This design comes from an exercise in tuning for small area on the open sky130 flow, not from production work.
In this exercise RTL edits were held to simulation tests only and were not proved equivalent to the original.

==> v21: inputs <==
// top
module top (input logic clk, rst,
input logic [4:0] A1, A2, A3,
input logic [31:0] WD3,
input logic WE3,
input logic [31:0] SrcA,
input logic [31:0] SrcB,
input logic [2:0] ALUControl,
output logic [31:0] ALUResult,
output logic [31:0] RD1,
output logic [31:0] RD2,
output logic [31:0] prode
);
    register_file reg1 (clk, rst, A1, A2, A3, WD3, WE3, RD1, RD2, prode);
    ALU alu1 (SrcA, SrcB, ALUControl, ALUResult);
endmodule
==> module ALU, before the edit <==
module ALU (
    input logic [31:0] SrcA,
    input logic [31:0] SrcB,
    input logic [2:0] ALUControl,
    output logic [31:0] ALUResult
);
logic sub, en;
logic [31:0] b, p, g, c, s;
logic [8:0] bc;
assign sub = ALUControl[2];
assign en = (ALUControl[1:0] == 2'b10);
assign b = SrcB ^ {32{sub}};
assign p = SrcA ^ b;
assign g = SrcA & b;
assign bc[0] = sub;
genvar k;
generate for (k = 0; k < 8; k++) begin : blk
  logic [3:0] pp, gg;
  logic G, P;
  assign pp = p[4*k +: 4];
  assign gg = g[4*k +: 4];
  assign G = gg[3] | pp[3]&gg[2] | pp[3]&pp[2]&gg[1] | pp[3]&pp[2]&pp[1]&gg[0];
  assign P = &pp;
  assign bc[k+1] = G | P & bc[k];
  assign c[4*k]   = bc[k];
  assign c[4*k+1] = gg[0] | pp[0]&bc[k];
  assign c[4*k+2] = gg[1] | pp[1]&c[4*k+1];
  assign c[4*k+3] = gg[2] | pp[2]&c[4*k+2];
end endgenerate
assign s = p ^ c;
assign ALUResult = s & {32{en}};
endmodule
==> module rf_row, before the edit <==
module rf_row (input logic clk,
input logic r, rn,
input logic [31:0] c,
output logic [31:0] q,
output logic [31:0] d
);
assign d = (q & {32{rn}}) | (c & {32{r}});
always_ff@(posedge clk)
	q <= d;
endmodule
==> module rf_aoi222, before the edit <==
module rf_aoi222 (input logic [2:0] a, b, output logic y);
assign y = ~|(a & b);
endmodule
==> module rf_aoi22, before the edit <==
module rf_aoi22 (input logic [1:0] a, b, output logic y);
assign y = ~|(a & b);
endmodule
==> module rf_rdbit, before the edit <==
module rf_rdbit #(parameter int N = 32) (input logic [N-1:0] s, d, output logic y);
localparam int G = N / 3;
localparam int R = N - 3 * G;
logic [G:0] n;
genvar g;
generate
	for (g = 0; g < G; g++) begin : grp
		rf_aoi222 u (.a(s[3*g +: 3]), .b(d[3*g +: 3]), .y(n[g]));
	end
	if (R == 2) begin : r2
		rf_aoi22 u (.a(s[N-1 -: 2]), .b(d[N-1 -: 2]), .y(n[G]));
	end else if (R == 1) begin : r1
		assign n[G] = ~(s[N-1] & d[N-1]);
	end else begin : r0
		assign n[G] = 1'b1;
	end
endgenerate
assign y = ~&n;
endmodule
==> module rf_rdport, before the edit <==
module rf_rdport (input logic [31:0] sel,
input logic [1023:0] arr,
input logic [4:0] idx,
output logic [31:0] y
);
genvar b, i;
generate
	for (b = 0; b < 32; b++) begin : bit_
		logic [31:0] col;
		for (i = 0; i < 32; i++) begin : c
			assign col[i] = arr[32*i + b];
		end
		if (b < 5) begin : lo
			rf_rdbit #(.N(33)) u (.s({~|sel, sel}), .d({idx[b], col}), .y(y[b]));
		end else begin : hi
			rf_rdbit #(.N(32)) u (.s(sel), .d(col), .y(y[b]));
		end
	end
endgenerate
endmodule
==> module register_file, before the edit <==
module register_file (input logic clk, rst,
input logic [4:0] A1, A2, A3,
input logic [31:0] WD3,
input logic WE3,
output logic [31:0] RD1,
output logic [31:0] RD2,
output logic [31:0] prode
);
logic [1023:0] arr, nxt;
logic [31:0] wrow, V, Vn;
logic PV;
logic [4:0] PA;
logic [31:0] PD;
logic [4:0] A1r, A2r;
logic RV1, RV2;
logic [31:0] sel1, sel2;
always_ff@(posedge clk or negedge rst)
	if (!rst) PV <= 1'b0;
	else PV <= WE3;
always_ff@(posedge clk) begin
	PA <= A3;
	PD <= WD3;
end
always_comb
	for (int i = 0; i < 32; i++) wrow[i] = PV && (PA == i);
assign Vn = V | wrow;
always_ff@(posedge clk or negedge rst)
	if (!rst) V <= 32'b0;
	else V <= Vn;
genvar g;
generate
	for (g = 0; g < 32; g++) begin : row
		rf_row u (.clk(clk), .r(wrow[g]), .rn(~wrow[g]), .c(PD),
		          .q(arr[32*g +: 32]), .d(nxt[32*g +: 32]));
	end
endgenerate
always_ff@(posedge clk)
	if (rst) begin
		A1r <= A1;
		A2r <= A2;
		RV1 <= Vn[A1];
		RV2 <= Vn[A2];
	end
always_comb
	for (int i = 0; i < 32; i++) begin
		sel1[i] = RV1 && (A1r == i);
		sel2[i] = RV2 && (A2r == i);
	end
rf_rdport rp1 (.sel(sel1), .arr(arr), .idx(A1r), .y(RD1));
rf_rdport rp2 (.sel(sel2), .arr(arr), .idx(A2r), .y(RD2));
assign prode = Vn[1] ? nxt[63:32] : 32'd1;
endmodule
Settings: LEC_CHECK=0, CAP_MARGIN=20, CORE_MARGIN=2, CORE_UTILIZATION=55, SLEW_MARGIN=20, SYNTH_HIERARCHICAL=1; clock period 10.0 ns.
standard.sh (not shown) runs the stock make flow with config.mk's settings and CLKGATE_MAP_FILE= SYNTH_SCRIPT=/design/flow/synth_recipe.tcl, a recipe that flattens the netlist after the stock synthesis.
==> flow/flow/run.sh <==
#!/bin/bash
set -euo pipefail
export BUFFER_PORTS_ARGS="-buffer_cell sky130_fd_sc_hd__buf_1"
export CTS_ARGS="-sink_clustering_enable -repair_clock_nets -dont_use_dummy_load -buf_list sky130_fd_sc_hd__clkbuf_8 -sink_clustering_size 16 -sink_clustering_max_diameter 50"
bash standard.sh > standard.log 2>&1
==> v22 (differences from v21) <==
==> flow/design.v (replaced) <==
module ALU (
    input logic [31:0] SrcA,
    input logic [31:0] SrcB,
    input logic [2:0] ALUControl,
    output logic [31:0] ALUResult
);
always_comb begin
	case(ALUControl)
		3'b010: ALUResult = SrcA + SrcB;
		3'b110: ALUResult = SrcA - SrcB;
		default: ALUResult = 0;
	endcase
end
endmodule
module register_file (input logic clk, rst,
input logic [4:0] A1, A2, A3,
input logic [31:0] WD3,
input logic WE3,
output logic [31:0] RD1,
output logic [31:0] RD2,
output logic [31:0] prode
);
logic [31:0] rf_regs[31:0];
assign prode = rf_regs[1];
always_ff@(posedge clk or negedge rst)
begin
	if (!rst) begin 
		for (int i = 0; i<32; i++) begin
			rf_regs[i] <= i;
      end
   end
   else begin
	if (WE3) begin
			rf_regs[A3] <= WD3;
      end
   end
end
always_ff@(posedge clk)
begin
	if (rst) begin
    RD1 <= rf_regs[A1];
	RD2 <= rf_regs[A2];
   end
end
endmodule
module top (input logic clk, rst,
input logic [4:0] A1, A2, A3,
input logic [31:0] WD3,
input logic WE3,
input logic [31:0] SrcA,
input logic [31:0] SrcB,
input logic [2:0] ALUControl,
output logic [31:0] ALUResult,
output logic [31:0] RD1,
output logic [31:0] RD2,
output logic [31:0] prode
);
    register_file reg1 (clk, rst, A1, A2, A3, WD3, WE3, RD1, RD2, prode);
    ALU alu1 (SrcA, SrcB, ALUControl, ALUResult);
endmodule
==> flow/run.sh (new file) <==
#!/bin/bash
# synth_recipe.tcl (not shown) runs the flow's synth.tcl, then flattens the netlist and writes it again
# the make line also repeats each setting of config.mk as NAME=value (left out here)
make -C /OpenROAD-flow-scripts/flow DESIGN_CONFIG=/design/flow/config.mk WORK_HOME=/design/flow/orfs CLKGATE_MAP_FILE= SYNTH_SCRIPT=/design/flow/synth_recipe.tcl finish
- CORE_UTILIZATION: 55 -> 50
- SYNTH_HIERARCHICAL: 1 -> default
removed: flow/flow/run.sh
removed: flow/standard.sh
==> results.sh <==
export IMPL_outcome="timing/DRC/antenna clean"
export IMPL_avgSynthCellArea_um2=12.2
export IMPL_worstRegToRegCells=5
export IMPL_cp_depth=17
export IMPL_grt_pass1_wl_um=356000
-- figures above: v22

==> results.sh <==
export IMPL_grt_pass1_wl_um=284000
export IMPL_worstRegToRegCells=6
export IMPL_outcome="timing/DRC/antenna clean"
export IMPL_cp_depth=15
-- figures above: v21

re-timing with driven ports:
In the flow no input, the clock included, has a driving cell. The finished layouts below were timed again as built, in two steps.
Step 1, drivers: a clkbuf_16 drives clk and a buf_2 each remaining input, both assumed.
Step 2 moves the port delays by t, midway between the first and last clock arrival at a register: inputs arrive t later, outputs are due t later. That takes back most of the time a late clock gives input paths.
Slacks: no drivers / after step 1 / after step 2; pairs: no drivers / after step 1.
run | shift t [ns] | setup slack, ns | clock arrival spread, ns | pins driven straight from the clock port
v21 | 0.829 | 1.478 / 1.456 / 1.456 | 0.094 / 0.095 | 1
v22 | 0.803 | 1.255 / 1.228 / 1.228 | 0.041 / 0.041 | 1
After both steps every run listed still meets setup and hold. The setup slack of v22, which loses most, moves by -0.027 ns with the drivers and by -0.027 ns with both steps.
